Background: an optimization exercise with open tools, aiming at small area, a short achievable clock period and few clock cycles. Do not read the settings as production practice. Function was not checked in any run shown here: the RTL went through the layout flow alone. Power figures rest on the tool's default switching activity, not on a simulated workload.

### design/flow/run.sh
#!/bin/bash
# synth_recipe.tcl (not shown) runs the flow's synth.tcl, then flattens the netlist and writes it again
# the make line also repeats each setting of config.mk as NAME=value (left out here)
make -C /OpenROAD-flow-scripts/flow DESIGN_CONFIG=/design/flow/config.mk WORK_HOME=/design/flow/orfs CLKGATE_MAP_FILE= SYNTH_SCRIPT=/design/flow/synth_recipe.tcl finish
### design/flow/config.mk
export PLATFORM = sky130hd
export DESIGN_NAME = matmul
export DESIGN_NICKNAME = matmul
export VERILOG_FILES = /design/flow/design.v
export SDC_FILE = /design/flow/constraint.sdc
export NUM_CORES = 4
export LEC_CHECK = 0
export CAP_MARGIN = 20
export CORE_MARGIN = 2
export CORE_UTILIZATION = 40
export SETUP_SLACK_MARGIN = 5
export SLEW_MARGIN = 20
### design/flow/constraint.sdc
create_clock -name core_clock -period 10.0 [get_ports {clk}]
set_input_delay 2.0000 -clock core_clock [delete_from_list [all_inputs] [get_ports {clk}]]
set_output_delay 2.0000 -clock core_clock [all_outputs]
set_load 0.01 [all_outputs]
### design/flow/design.v
`default_nettype none
module matmul #(parameter NROWS = 8'd4, parameter NCOLS = 8'd10) (
    input clk,
    input resetn,
    input start,
    input we,
    input [6:0] waddr,
    input [7:0] wdata,
    output [31:0] c0,
    output [31:0] c1,
    output [31:0] c2,
    output [31:0] c3,
    output reg done
);
localparam W = 20;
reg [7:0] A[0:3][0:9];
reg [7:0] B[0:9];
reg [W-1:0] C[0:3];
reg [W-1:0] acc[0:3];
assign c0 = {{(32-W){1'b0}}, C[0]};
assign c1 = {{(32-W){1'b0}}, C[1]};
assign c2 = {{(32-W){1'b0}}, C[2]};
assign c3 = {{(32-W){1'b0}}, C[3]};
integer i;
reg dirty;
reg rc_on;           
reg [3:0] rc_cnt;    
reg       s0_we;     
reg       s0_isb;
reg [1:0] s0_row;
reg [9:0] s0_csel;   
reg [4:0] s0_osel;   
reg       s0_nsel;   
reg [7:0] s0_data;
reg       s0_start;  
reg       s0_rc;     
reg       s0_first;  
reg       s0_last;   
wire go_rc = start && dirty;
always @(posedge clk) begin
    if (!resetn) begin
        dirty <= 1'b1;
        rc_on <= 1'b0;
        rc_cnt <= 4'd0;
        s0_we <= 1'b0;
        s0_start <= 1'b0;
        s0_rc <= 1'b0;
        s0_first <= 1'b0;
        s0_last <= 1'b0;
    end else begin
        s0_we <= we && (waddr[3:0] < NCOLS);
        s0_start <= start && !dirty;
        s0_rc <= go_rc || rc_on;
        s0_first <= go_rc;
        s0_last <= rc_on && (rc_cnt == NCOLS - 1);
        if (go_rc) begin
            dirty <= 1'b0;
            rc_on <= 1'b1;
            rc_cnt <= 4'd1;
        end else if (rc_on) begin
            rc_cnt <= rc_cnt + 4'd1;
            if (rc_cnt == NCOLS - 1)
                rc_on <= 1'b0;
        end
    end
end
wire [3:0] col_in = rc_on ? rc_cnt : go_rc ? 4'd0 : waddr[3:0];
wire       rc_in = go_rc || rc_on;
always @(posedge clk) begin
    s0_isb <= waddr[6];
    s0_row <= waddr[5:4];
    s0_data <= wdata;
    for (i = 0; i < 10; i = i + 1)
        s0_csel[i] <= (col_in == i);
    for (i = 0; i < 4; i = i + 1)
        s0_osel[i] <= !rc_in && !waddr[6] && (waddr[5:4] == i);
    s0_osel[4] <= !rc_in && waddr[6];
    s0_nsel <= rc_in;
end
reg [7:0] arow[0:3];
reg [7:0] bcol;
reg [7:0] old_v;
integer k;
always @(*) begin
    bcol = 8'd0;
    for (i = 0; i < 4; i = i + 1)
        arow[i] = 8'd0;
    for (k = 0; k < 10; k = k + 1) begin
        bcol = bcol | ({8{s0_csel[k]}} & B[k]);
        for (i = 0; i < 4; i = i + 1)
            arow[i] = arow[i] | ({8{s0_csel[k]}} & A[i][k]);
    end
    old_v = {8{s0_osel[4]}} & bcol;
    for (i = 0; i < 4; i = i + 1)
        old_v = old_v | ({8{s0_osel[i]}} & arow[i]);
end
wire [7:0] new_v = s0_nsel ? bcol : s0_data;
wire [8:0] x_v = {1'b0, new_v} - {1'b0, old_v};
reg [8:0] s1_x;
reg [7:0] s1_y[0:3];
reg       s1_start, s1_first, s1_last;
always @(posedge clk) begin
    for (k = 0; k < 10; k = k + 1) begin
        if (s0_we && s0_csel[k] && s0_isb)
            B[k] <= s0_data;
        for (i = 0; i < 4; i = i + 1)
            if (s0_we && s0_csel[k] && !s0_isb && s0_row == i)
                A[i][k] <= s0_data;
    end
end
always @(posedge clk) begin
    s1_x <= x_v;
    for (i = 0; i < 4; i = i + 1) begin
        if (s0_rc || (s0_we && s0_isb))
            s1_y[i] <= arow[i];
        else if (s0_we && s0_row == i)
            s1_y[i] <= bcol;
        else
            s1_y[i] <= 8'd0;
    end
end
always @(posedge clk) begin
    if (!resetn) begin
        s1_start <= 1'b0;
        s1_first <= 1'b0;
        s1_last <= 1'b0;
    end else begin
        s1_start <= s0_start;
        s1_first <= s0_first;
        s1_last <= s0_last;
    end
end
reg [12:0] s2_pl[0:3];   
reg [12:0] s2_ph[0:3];   
reg        s2_first, s2_last;
always @(posedge clk) begin
    for (i = 0; i < 4; i = i + 1)
    begin
        s2_pl[i] <= $signed(s1_x) * $signed({1'b0, s1_y[i][3:0]});
        s2_ph[i] <= $signed(s1_x) * $signed({1'b0, s1_y[i][7:4]});
    end
end
always @(posedge clk) begin
    if (!resetn) begin
        s2_first <= 1'b0;
        s2_last <= 1'b0;
    end else begin
        s2_first <= s1_first;
        s2_last <= s1_last;
    end
end
reg [W-1:0] acc_next[0:3];
always @(*) begin
    for (i = 0; i < 4; i = i + 1)
        acc_next[i] = (s2_first ? {W{1'b0}} : acc[i]) + {{(W-13){s2_pl[i][12]}}, s2_pl[i]}
                    + {{(W-17){s2_ph[i][12]}}, s2_ph[i], 4'd0};
end
wire snap = s1_start || s2_last;
always @(posedge clk) begin
    for (i = 0; i < 4; i = i + 1) begin
        acc[i] <= acc_next[i];
        if (snap)
            C[i] <= acc_next[i];
    end
end
always @(posedge clk) begin
    if (!resetn)
        done <= 1'b0;
    else
        done <= snap;
end
endmodule
==> impl_results.md, run 1 <==
* Met3 GRT Util at 2.48%
* Fill cells at 9,025
* CTS Root Cell: clkbuf_16
* Combinational family with the most area after synthesis: adder cells
* Largest cells by area after synthesis: edfxtp_1 36%, dfxtp_1 14%, fa_1 11%
* Slew headroom at 31.8%
* Worst Path Class, Setup: reg2reg
* Vias per cell at ~5
* Worst path arrival time at between 4 and 5 ns
* Worst setup EP type: flip-flop
* CP Launch Point: s2_first
* Static leakage at 0.0183 µW
* Met2 GRT Util at 27.5%
* Vias in the first global route at 24,600
* Core box area at 98,300 µm²
* N_diodes at 0
* Post-synth EDFFs at 480
* DR iter-0 viols at roughly 1,900
* CP startpoint kind: flip-flop
* Share of the synthesized area in the top cell type at 36.4%
* Final hold vios at 0
* Warnings from Yosys at 10
* Sequential fraction of the synthesis area at about half
* Power Density at 275 nW/µm²
* CTS tree: done
* Post-Layout Cell Count at 4,770
* Avg Inst Size Synth at 11.9 µm²
* Met1 Usage GRT at 23.4%
* Synth Flop Type: edfxtp_1
* Worst Skew at 0.0460 ns
* Starting Density at 40.3%
* Synth Area in Adders at 19.6%
* Die area at 102,000 µm²
* Number of antenna violations at the first check in global routing at 0
* Post-CTS Resized at 0
* Global-route wire length before repair at 136,000 µm
* Number of I/O pins at 148
* Hold Path Class: reg2reg
* Mux share of post-synthesis cell area at 0.126%
* Cell area after synthesis at 39,700 µm²
* Asr flop ratio synth at 0%
* Post-synth top area cell: edfxtp_1
* Worst skew pair latency at between 0.6 and 0.7 ns
* Number of max-capacitance violations reported at 0
* IO Port Bufs at a little under 100
* Worst path required time at 10.39 ns
* # rows at 115
* Simple-gate portion of the synthesized area at 10.8%
* Setup violators final at 0
* Worst-Margin Slew at about 1.0 ns
* Final setup TNS at 0 ns
* GR peak layer: met2
* Post-CTS Hold Fix Bufs at 0
* Drt drc at 0
* Share of post-route cells with drive strength above 1 at just under 5%
* Final wirelength at 84,500 µm
* RSZ-0062 raised after global routing: false
* Compound-Gate Fraction of Synth Area at 10.2%
* Grt total ovfl at 0
* Final #Nets at 3,930
* DR vias at between 20,000 and 25,000
* Layout area overhead at 12.1%
* Synth unique cells at 73
* #FFs+latches synth at 749
* Final antenna-violating net count at 0
* VDD IR-drop max at ~0.14 mV
* Reg-to-reg startpoint: s2_first
* Routed WL per cell at 17.7 µm
* Maximum buffer depth of the clock tree at 3
* Largest net degree at the start of global routing at 53
* Min-delay src: s1_first
* Total GRT Usage at 16.8%
* Clk slew on worst S/H paths at 0.06 ns
* Fmax at 243 MHz
* Placed Cells at 4,618
* Htree depth at 3
* Tmin final at 4.11 ns
* R2R setup slack at 5.89 ns
* Die W at ~320 µm
* Mapped Cells at 3,329
* Clock sink count at between 700 and 800
* Pins Over Slew Limit at 0
* Total CTS buffers at 83
* Status: timing/DRC/antenna clean
* Die Height at 319 µm
* Placer congestion estimate at 0.862
* Tcrit/Tclk final at 41.1%
* CP Max Fanout at 52
* Xor-xnor portion of the synthesized cell area at 3.89%
* Setup Buffers After CTS at 0
* DP HPWL at 57,100 µm
* Pre-antenna DRT Iters at 5
[area by class of cell]
type / count / area [µm²] / area share (%)
repair buffers: 131 / 1230 / 2.77
inverters: 343 / 1290 / 2.90
clock buffers: 109 / 2260 / 5.08
multi-input cells: 2108 / 17900 / 40.2
flip-flops and latches: 749 / 19800 / 44.5
well taps: 1287 / 1610 / 3.62
clock inverters: 43 / 404 / 0.909
[cell families after synthesis]
logic type      Yosys count
compound gates          578
xor+xnor                176
flops                   749
simple gates            806
other cells               1
buf+inv                 519
mux                       5
fa+ha+maj               495
[where the power goes]
part | total (µW) | switching, µW | internal [µW]
Clock | 2940 | 1280 | 1670
Sequential | 4250 | 232 | 4020
Combinational | 5050 | 2920 | 2120
[synth_stat cells (all sizes together), types with 58 or more instances]
master  count
xor2       58
o21ai      73
xnor2     118
inv       343
nor2b      98
ha        286
edfxtp    480
buf        82
nor2      140
fa        209
a22oi     118
nand2     177
and2      227
dfxtp     269
clkbuf     94
a21oi      98
[stage by stage]
step | hold WS [ns] | setup WS [ns] | cell area (µm²) | power (µW) | utilization (%)
finish | 0.428 | 5.89 | 44500 | 12200 | 45.2
global route | 0.451 | 5.43 | 44500 | 13200 | 45.2
CTS | 0.432 | 5.88 | 44500 | 12400 | 45.2
detailed placement | 0.419 | 5.91 | 41800 | 9360 | 42.5
global placement | 0.413 | 5.90 | 41800 | 9310 | 42.5
floorplan | 0.412 | 6.51 | 39800 | 8150 | -
[routing by layer]
metal	wire length (µm)	vias up
li1	-	11700
met1	39900	11900
met2	39000	533
met3	3820	118
met4	1730	0
met5	0	-
[final timing paths]
path               to  depth (start not counted)
max          C[0][15]                         11
min          s2_first                          1
max reg2reg  C[0][15]                         11
min reg2reg  s2_first                          1
[registers in the layout (all words and copies together), names as in the netlist, 8 cells and up]
name and count:
s0_data 8, A 320, s2_pl 52, acc 80, s1_x 9, B 80, s1_y 32, C 80
s2_ph 52, s0_csel 10
[placed cells by master, fill, tap and decap left out, types with 13 or more instances in the layout]
cell / count
a211oi_1: 17
a21o_1: 42
a21oi_1: 96
a221oi_1: 49
a22o_1: 41
a22oi_1: 118
a31oi_1: 15
and2_1: 227
and3_1: 34
and4_1: 23
buf_4: 32
clkbuf_1: 21
clkbuf_16: 86
clkdlybuf4s50_1: 99
clkinv_1: 17
conb_1: 48
dfxtp_1: 268
edfxtp_1: 480
fa_1: 209
ha_1: 286
inv_1: 343
nand2_1: 177
nand2b_1: 15
nand3_1: 19
nand4_1: 13
nor2_1: 139
nor2b_1: 98
nor3_1: 37
o211ai_1: 17
o21ai_0: 69
o22ai_1: 33
xnor2_1: 118
xor2_1: 58
[worst max-delay path, stage by stage (launching register included)]
cell and delay (ns):
dfxtp_2 0.72, buf_4 0.60, nor2b_1 0.11, ha_1 0.29, ha_1 0.21, fa_1 0.49, a211oi_1 0.33, o21a_1 0.24
o31a_2 0.19, nor2_1 0.06, a311o_1 0.36, xor2_1 0.15
==> run 2: changes to the inputs <==
--- a/design/flow/design.v
+++ b/design/flow/design.v
@@ -134,3 +134,3 @@
 reg [12:0] s2_ph[0:3];   
-reg        s2_first, s2_last;
+reg        s2_last;
 always @(posedge clk) begin
@@ -144,6 +144,4 @@
     if (!resetn) begin
-        s2_first <= 1'b0;
         s2_last <= 1'b0;
     end else begin
-        s2_first <= s1_first;
         s2_last <= s1_last;
@@ -154,3 +152,3 @@
     for (i = 0; i < 4; i = i + 1)
-        acc_next[i] = (s2_first ? {W{1'b0}} : acc[i]) + {{(W-13){s2_pl[i][12]}}, s2_pl[i]}
+        acc_next[i] = acc[i] + {{(W-13){s2_pl[i][12]}}, s2_pl[i]}
                     + {{(W-17){s2_ph[i][12]}}, s2_ph[i], 4'd0};
@@ -160,3 +158,6 @@
     for (i = 0; i < 4; i = i + 1) begin
-        acc[i] <= acc_next[i];
+        if (s1_first)
+            acc[i] <= {W{1'b0}};
+        else
+            acc[i] <= acc_next[i];
         if (snap)
--- a/design/flow/config.mk
+++ b/design/flow/config.mk
@@ -10,3 +10,2 @@
 export CORE_UTILIZATION = 40
-export SETUP_SLACK_MARGIN = 5
 export SLEW_MARGIN = 20
==> impl_results.md, run 2 <==
* Status: timing/DRC/antenna clean
* N_diodes at 0 (unchanged)
* Layout area overhead at 12.0%
* R2R setup slack at 5.93 ns (+0.04 ns)
* WHS at 0.432 ns (+0.00397 ns)
* Number of max-capacitance violations reported at 0 (unchanged)
* Largest cells by area after synthesis: edfxtp_1 36%, dfxtp_1 13%, fa_1 10%
* Vias in the first global route at 24,200 (-1.7%)
* Tcrit/Tclk final at 40.7% (-0.43 points)
* DR vias at 24,200 (-0.38%)
* Sequential fraction of the synthesis area at 49.3% (-0.65 points)
* Number of antenna violations at the first check in global routing at 0 (unchanged)
* Post-CTS Resized at 0 (unchanged)
* Post-synth top area cell: edfxtp_1
* Reg-to-reg startpoint: s1_x[3]
* Grt total ovfl at 0 (unchanged)
* Final antenna-violating net count at 0 (unchanged)
* Fmax at 246 MHz (+1.1%)
* Post-CTS Hold Fix Bufs at 0 (unchanged)
* Setup Buffers After CTS at 0 (unchanged)
* Number of I/O pins at 148 (unchanged)
* Share of post-route cells with drive strength above 1 at 6.33% (+1.5 points)
* Xor-xnor portion of the synthesized cell area at 4.10% (+0.22 points)
* Placer congestion estimate at 0.817 (-5.2%)
* Die area at 103,000 µm² (+1.2%)
* Hold Path Class: reg2reg
* Setup violators final at 0 (unchanged)
* VDD IR-drop max at 0.145 mV (+2.5%)
* Clock sink count at 748 (-0.13%)
* CP Max Fanout at 21 (-60%)
* Total CTS buffers at 82 (-1.2%)
* Worst-Margin Slew at 1.04 ns (+0.0194 ns)
* Avg Inst Size Synth at 12.1 µm² (+1.6%)
* Gate power share at 41.8% (+0.6 points)
* CP startpoint kind: flip-flop
* Clk slew on worst S/H paths at 0.06 ns (about the same)
* Routed WL per cell at 17.8 µm (+0.47%)
* Power Density at 288 nW/µm² (+4.5%)
* Combinational family with the most area after synthesis: adder cells
* Die W at 321 µm (+0.60%)
* Most common cell after layout, fill and taps aside: edfxtp_1
* Largest net degree at the start of global routing at 77 (+45%)
* Final #Nets at 3,906 (-0.61%)
* # rows at 116 (+0.87%)
* CTS tree: done
* Pins Over Slew Limit at 0 (unchanged)
* Seq. cell area at 19,800 µm² (about the same)
* Share of the synthesized area in the top cell type at 35.9% (-0.44 points)
* RSZ-0062 raised after global routing: false
* Compound-Gate Fraction of Synth Area at 10.6% (+0.39 points)
* Synth unique cells at 66 (-9.6%)
* Internal power at 8270 µW (+5.9%)
* Post-synth EDFFs at 480 (unchanged)
* Mapped Cells at 3,316 (-0.39%)
* Starting Density at 40.2% (-0.099 points)
* Htree depth at 3 (unchanged)
* Synth Flop Type: edfxtp_1
* Static leakage at 0.0185 µW (+0.91%)
* Worst Path Class, Setup: reg2reg
* Top-count cell post-synth: edfxtp_1
* Global-route wire length before repair at 136,000 µm (-0.17%)
* Worst Skew at 0.0639 ns (+0.0179 ns)
* Seq pwr share at 33.6% (-1.1 points)
* Min-delay src: s0_start
* CTS Root Cell: clkbuf_16
* Multi-input gate area at 18,200 µm² (+1.6%)
* Core box area at 99,700 µm² (+1.5%)
* Final wirelength at 84,600 µm (+0.18%)
* DP HPWL at 57,000 µm (-0.18%)
* Maximum buffer depth of the clock tree at 3 (unchanged)
* Asr flop ratio synth at 0% (unchanged)
* Worst path arrival time at 4.66 ns (+0.16 ns)
* Worst path required time at 10.59 ns (+0.20 ns)
* Warnings from Yosys at 10 (unchanged)
* Synth Area in Adders at 19.3% (-0.23 points)
* Final setup TNS at 0 ns (unchanged)
* Fill cells at 9,107 (+0.91%)
* Reg-to-Reg End: s2_pl[1][11]
* Final hold vios at 0 (unchanged)
* Pre-antenna DRT Iters at 5 (unchanged)
* Die Height at 321 µm (+0.60%)
* Total GRT Usage at 16.6% (-0.19 points)
* DR iter-0 viols at 1,496 (-21%)
* Finished Core Util at 45.1% (-0.18 points)
* Simple-gate portion of the synthesized area at 10.1% (-0.70 points)
* IO Port Bufs at 99 (unchanged)
* Hold Path End: s1_start
* Net load switching power at 4660 µW (+5.2%)
* WHS Path Cells at 1 (unchanged)
* Drt drc at 0 (unchanged)
* Worst setup EP type: flip-flop
* FF-to-FF path depth at 13 (+2)
* Slew headroom at 30.7% (-1.2 points)
* Top cells by count, synth: 480 x edfxtp_1, 347 x inv_1, 286 x ha_1
* #FFs+latches synth at 748 (-0.13%)
* Sw frac at 36.1% (-0.16 points)
* Tmin final at 4.07 ns (-0.0430 ns)
* Clk pwr share at 24.6% (+0.5 points)
* Cell area after synthesis at 40,100 µm² (+1.2%)
* Mux share of post-synthesis cell area at 0.645% (+0.52 points)
* Most frequent cells in the layout: 480 x edfxtp_1, 347 x inv_1, 286 x ha_1
* Max reg flops at 320 (unchanged)
* Vias per cell at 5.08 (about the same)
* Worst skew pair latency at 0.68 ns (+0.02 ns)
## run 2: cell types whose count changed in the layout (fill, tap and decap cells not counted), sizes merged, moves of 20 or more
cell	delta
nand4	+22
o2bb2ai	+21
and4	-22
and2	+27
nand2	-20
nor2	-34
a22oi	-26
a21oi	+21
mux2	+23
nor3	-30
## run 2: cells by family after synthesis
group	Yosys count
and+or+nand+nor	750
DFF	748
AOI/OAI and AO/OA	582
buffers and inverters	529
adders and majority gates	495
xor gates and xnor gates	188
muxes	23
other	1
## run 2: worst max-delay path by stage
stage          cells past startpoint     from            to
6_report                          13  s1_x[3]  s2_pl[1][11]
5_1_grt                           13  s1_x[3]  s2_pl[1][11]
4_1_cts                           13  s1_x[2]  s2_pl[1][11]
3_5_place_dp                      13  s1_x[2]  s2_pl[1][11]
3_3_place_gp                      13  s1_x[1]  s2_ph[1][12]
2_1_floorplan                     14  s1_x[1]  s2_ph[1][12]
## run 2: layer usage
metal | part of all wire, % | track usage, % | vias to the layer above | routed length (µm)
met1 | 47 | 23.1 | 12000 | 39800
li1 | - | - | 11600 | -
met4 | 2.0 | 4.45 | 0 | 1670
met3 | 4.1 | 2.38 | 118 | 3460
met2 | 47 | 27.2 | 418 | 39600
met5 | 0 | 0 | - | 0
## run 2: critical path, cell delays in order, from the launching register on
cell	delay [ns]
dfxtp_1	0.84
buf_4	0.31
and2_1	0.14
ha_1	0.22
inv_1	0.07
fa_1	0.40
inv_1	0.07
fa_1	0.41
ha_1	0.34
o21a_1	0.21
a2111oi_0	0.51
o21bai_1	0.15
a21oi_1	0.19
xnor2_1	0.14
## run 2: final cells by class
cell class / count / share of cell area, %
tap: 1298 / 3.61
timing repair buffer: 127 / 2.67
inverter: 347 / 2.90
sequential: 748 / 44.0
multi-input combinational: 2086 / 40.4
clock buffer: 97 / 4.83
clock inverter: 53 / 1.53
## run 2: power by group through the flow
stage               registers (µW)  logic (µW)  clock network, µW
finish                        4350        5400               3180
global route                  4420        6140               3380
CTS                           4370        5470               3260
detailed placement            4430        5400                  0
global placement              4420        5370                  0
floorplan                     4290        4240                  0
## run 2: per-stage QoR
| stage | instances | setup slack [ns] | instance area, µm² | power (µW) |
|---|---|---|---|---|
| 2_1_floorplan | 3363 | 6.64 | 40300 | 8530 |
| 3_3_place_gp | 4606 | 5.81 | 42100 | 9790 |
| 3_5_place_dp | 4606 | 5.79 | 42100 | 9830 |
| 4_1_cts | 4756 | 5.73 | 44900 | 13100 |
| 5_1_grt | 4756 | 5.69 | 44900 | 13900 |
| 6_report | 4756 | 5.93 | 44900 | 12900 |
==> run 3: changes to the inputs <==
==> design/flow/design.v (replaced) <==
`default_nettype none
module matmul #(parameter NROWS = 8'd4, parameter NCOLS = 8'd10) (
    input clk,
    input resetn,
    input start,
    input we,
    input [6:0] waddr,
    input [7:0] wdata,
    output [31:0] c0,
    output [31:0] c1,
    output [31:0] c2,
    output [31:0] c3,
    output reg done
);
reg [7:0] A[0:NROWS-1][0:NCOLS-1];
reg [7:0] B[0:NCOLS-1];
reg [31:0] C[0:NROWS-1];
reg [31:0] D;
assign c0 = C[0];
assign c1 = C[1];
assign c2 = C[2];
assign c3 = C[3];
integer i;
always @(posedge clk) begin
    if (we && (waddr[3:0] < NCOLS)) begin
        if (waddr[6])
            B[waddr[3:0]] <= wdata;
        else
            A[waddr[5:4]][waddr[3:0]] <= wdata;
    end
end
localparam sIDLE        = 3'b000;
localparam sSUM1        = 3'b001;
localparam sSUM2        = 3'b010;
localparam sSUM3        = 3'b011;
localparam sSUM4        = 3'b100;
localparam P = 8'd8;
localparam M = 8'd1;
localparam K = 8'd2;
reg [2:0] state;
reg [7:0] index;
reg [31:0] sum[0:P-1];
wire [31:0] S01 = sum[0] + sum[1];
wire [31:0] S23 = sum[2] + sum[3];
wire [31:0] S45 = sum[4] + sum[5];
wire [31:0] S67 = sum[6] + sum[7];
wire [31:0] S0 = S01 + S23;
wire [31:0] S1 = S45 + S67;
wire [31:0] S = S0 + S1;
reg [$clog2(NROWS): 0] row_index;
always@(posedge clk) begin
    if (!resetn) begin
        D <= 32'd0;
        index <= 0;
        for (i = 0; i < P; i++) begin
            sum[i] <= 0;
        end
        row_index <= 0;
        done <= 1'b0;
        state <= sIDLE;
    end
    else begin
        done <= 1'b0;
        case (state)
            sIDLE: begin
                index <= 0;
                D <= 32'd0;
                for (i = 0; i < P; i=i+1) begin
                    sum[i] <= 0;
                end
                row_index <= 0;
                if (start) begin
                    for (i = 0; i < NROWS; i=i+1) begin
                        C[i] <= 0;
                    end
                    state <= sSUM1;
                end
            end
            sSUM1: begin
                if (index < M) begin
                    for (i = 0; i < P; i++) begin
                        sum[i] <= sum[i] + A[row_index][i + index*P] * B[i + index*P];
                    end
                    index <= index + 1;
                end
                else begin
                    index <= 0;
                    state <= sSUM2;
                end
            end
            sSUM2: begin
                D <= S;
                state <= sSUM3;
            end
            sSUM3: begin
                if (index < K) begin
                    D <= D + A[row_index][index + P*M] * B[index + P*M];
                    index <= index + 1;
                end
                else begin
                    state <= sSUM4;
                end
            end
            sSUM4: begin
                C[row_index] <= D;
                row_index <= row_index + 1;
                index <= 0;
                D <= 32'd0;
                for (i = 0; i < P; i=i+1) begin
                    sum[i] <= 0;
                end
                if (row_index == (NROWS-1)) begin
                    done <= 1'b1;
                    state <= sIDLE;
                end
                else
                    state <= sSUM1;
            end
            default:
                state <= sIDLE;
        endcase
    end
end
endmodule
==> impl_results.md, run 3 <==
* # rows at 155 (+34%)
* RSZ-0062 raised after global routing: false
* VDD IR-drop max at 0.234 mV (+62%)
* Total GRT Usage at 24.8% (+8.2 points)
* CP Max Fanout at 12 (-43%)
* Tmin final at 9.27 ns (+5.20 ns)
* Number of I/O pins at 148 (unchanged)
* Power Density at 198 nW/µm² (-31%)
* Post-CTS Resized at 0 (unchanged)
* Fill cells at 16,600 (+82%)
* CTS tree: done
* Top cells by count, synth: 1,181 x inv_1, 637 x fa_1, 528 x edfxtp_1
* Synth Flop Type: edfxtp_1
* Sw frac at 42.2% (+6.1 points)
* Final setup margin at 0.728 ns (-5.20 ns)
* DR iter-0 viols at 5,370 (+260%)
* Clock sink count at 832 (+11%)
* Hold Path Class: reg2reg
* Most frequent cells in the layout: 1,181 x inv_1, 635 x fa_1, 528 x edfxtp_1
* Dpl ws at 0.894 ns (-4.90 ns)
* Final hold vios at 0 (unchanged)
* Vias in the first global route at 52,100 (+120%)
* Tcrit/Tclk final at 92.7% (+52 points)
* Die Height at 428 µm (+34%)
* Worst path arrival time at 9.95 ns (+5.29 ns)
* Worst setup EP type: flip-flop
* Worst-Margin Slew at 1.16 ns (+0.126 ns)
* Largest cells by area after synthesis: edfxtp_1 22%, fa_1 18%, mux4_2 14%
* Status: timing/DRC/antenna clean
* DP HPWL at 175,000 µm (+210%)
* Pins Over Slew Limit at 0 (unchanged)
* Setup violators final at 0 (unchanged)
* Worst Skew at 0.0873 ns (+0.0234 ns)
* Die area at 184,000 µm² (+78%)
* Maximum buffer depth of the clock tree at 3 (unchanged)
* Multi-input gate area at 44,900 µm² (+150%)
* Metal3 WL at 23,700 µm (+580%)
* Highest routed metal layer: met5
* Slew headroom at 21.9% (-8.8 points)
* Gate power share at 49.7% (+7.9 points)
* Seq pwr share at 25.4% (-8.2 points)
* Sequential fraction of the synthesis area at 30.4% (-19 points)
* Warnings from Yosys at 2 (-8)
* Post-synth top area cell: edfxtp_1
* Drt drc at 0 (unchanged)
* Vias per cell at 5.69 (+12%)
* Share of the synthesized area in the top cell type at 22.0% (-14 points)
* CP startpoint kind: flip-flop
* Layout area overhead at 11.1%
* Fmax at 108 MHz (-56%)
* Grt total ovfl at 0 (unchanged)
* CP peak stage delay at 1.01 ns (+0.17 ns)
* Placer congestion estimate at 0.934 (+14%)
* Cell area after synthesis at 72,100 µm² (+80%)
* Number of max-capacitance violations reported at 0 (unchanged)
* Met1 WL at 92,000 µm (+130%)
* Final wirelength at 227,000 µm (+170%)
* Die W at 428 µm (+34%)
* Setup Buffers After CTS at 0 (unchanged)
* Share of post-route cells with drive strength above 1 at 13.6% (+7.3 points)
* Final antenna-violating net count at 0 (unchanged)
* IO Port Bufs at 147 (+48%)
* Clk pwr share at 24.9% (+0.3 points)
* Most common cell after layout, fill and taps aside: inv_1
* Global-route wire length before repair at 340,000 µm (+150%)
* Starting Density at 40.3% (+0.059 points)
* Total CTS buffers at 99 (+21%)
* Post-Layout Cell Count at 9,077 (+91%)
* Asr flop ratio synth at 0% (unchanged)
* Worst Path Class, Setup: reg2reg
* Net load switching power at 6700 µW (+44%)
* Worst path required time at 10.68 ns (+0.09 ns)
* Final #Nets at 7,709 (+97%)
* #FFs+latches synth at 832 (+11%)
* Largest net degree at the start of global routing at 131 (+70%)
* Core box area at 179,000 µm² (+79%)
* Met2 WL post-DR at 101,000 µm (+150%)
* Routed WL per cell at 25.1 µm (+41%)
* Top-count cell post-synth: inv_1
* Avg Inst Size Synth at 11.0 µm² (-8.7%)
* CTS Root Cell: clkbuf_16
* Synth unique cells at 89 (+35%)
* Max reg flops at 320 (unchanged)
* Static leakage at 0.0316 µW (+71%)
* Final setup TNS at 0 ns (unchanged)
* Mapped Cells at 6,523 (+97%)
* Htree depth at 3 (unchanged)
* Post-synth EDFFs at 528 (+10%)
* Placed Cells at 8,884 (+93%)
* Number of antenna violations at the first check in global routing at 8 (+8)
* Internal power at 9180 µW (+11%)
* Clk slew on worst S/H paths at 0.07 ns (about the same)
* Post-CTS Hold Fix Bufs at 0 (unchanged)
* Worst skew pair latency at 0.79 ns (+0.11 ns)
* DR vias at 51,700 (+110%)
* Seq. cell area at 22,000 µm² (+11%)
* Slowest cell on crit path: fa_1
* Pre-antenna DRT Iters at 7 (+2)
-- run 3: changes by cell type in the layout (fill, tap and decap cells not counted), sizes merged, moves of 142 or more --
cell	delta
o21ai	+142
nand2	+276
mux4	+464
nor2	+354
fa	+428
inv	+838
-- run 3: final cells by class --
cell class / instances / area share (%)
clock inverters: 58 / 0.970
diodes: 5 / 0.0156
inverters: 1181 / 5.54
flip-flops and latches: 832 / 27.4
clock buffers: 129 / 3.46
well taps: 2355 / 3.68
repair buffers: 245 / 2.81
multi-input cells: 4272 / 56.1
-- run 3: cell families after synthesis --
group                      after synthesis  synth area share [%]
muxes                                  572                  16.1
xor gates and xnor gates               245                  2.98
DFF                                    832                  30.4
and+or+nand+nor                       1629                  10.9
buffers and inverters                 1419                  7.58
AOI/OAI and AO/OA                      767                  6.95
adders and majority gates             1059                  25.0
-- run 3: worst paths after layout --
path / start / to / slack, ns / cells past startpoint
max: index[3] / D[31] / 0.73 / 28
min: sum[6][7] / sum[6][7] / 0.46 / 2
max reg2reg: index[3] / D[31] / 0.73 / 28
min reg2reg: sum[6][7] / sum[6][7] / 0.46 / 2
-- run 3: routing by layer --
metal,track usage (%),up-vias
met5,0,-
met1,33.0,26300
met3,6.69,429
met4,10.6,4
li1,-,22400
met2,38.2,2482
-- run 3: worst max-delay path, delay by kind of cell, from the launching register on --
family,cells,cell delay [ns]
adders and majority gates,7,3.63
AOI/OAI and AO/OA,7,1.89
and+or+nand+nor,5,1.13
buffers and inverters,7,1.06
muxes,2,0.80
DFF,1,0.60
-- run 3: stage by stage --
stage	util, %	total power [µW]	cell area, µm²	hold WS, ns
after detailed placement	42.8	11900	76500	0.448
after global placement	42.8	11800	76500	0.436
final	44.8	15900	80100	0.459
after floorplan	-	9630	72100	0.425
after global routing	44.8	17100	80100	0.474
after CTS	44.8	15900	80000	0.456
-- run 3: power by group through the flow --
stage                     logic [µW]  clock network (µW)  registers (µW)
after floorplan                 5620                   0            4010
after global placement          7660                   0            4100
after detailed placement        7790                   0            4100
after CTS                       7850                4000            4030
after global routing            8890                4130            4050
final                           7900                3960            4030

[separate check: timing with driven ports]
The flow's constraints put no driver on any port. The routed layouts listed below were extracted and timed again, unchanged, in two steps. Step 1 assumes that a clkbuf_16 drives the clock port and a buf_2 every other input. Step 2 adds t to the input delays and takes it off the output delays; t is the mean of the earliest and latest rising clock arrival at the registers after step 1. Input paths then give back, and output paths get back, about the clock's delay inside the block. Slacks: no drivers / after step 1 / after step 2; pairs: no drivers / after step 1.
run	t, ns	slack for setup (ns)	latest minus earliest clock arrival (ns)
run 1	0.717	5.889 / 5.889 / 5.889	0.054 / 0.054
run 2	0.716	5.932 / 5.932 / 5.932	0.065 / 0.065
run 3	0.831	0.728 / 0.728 / 0.728	0.087 / 0.087
After both steps every run listed still meets setup and hold.
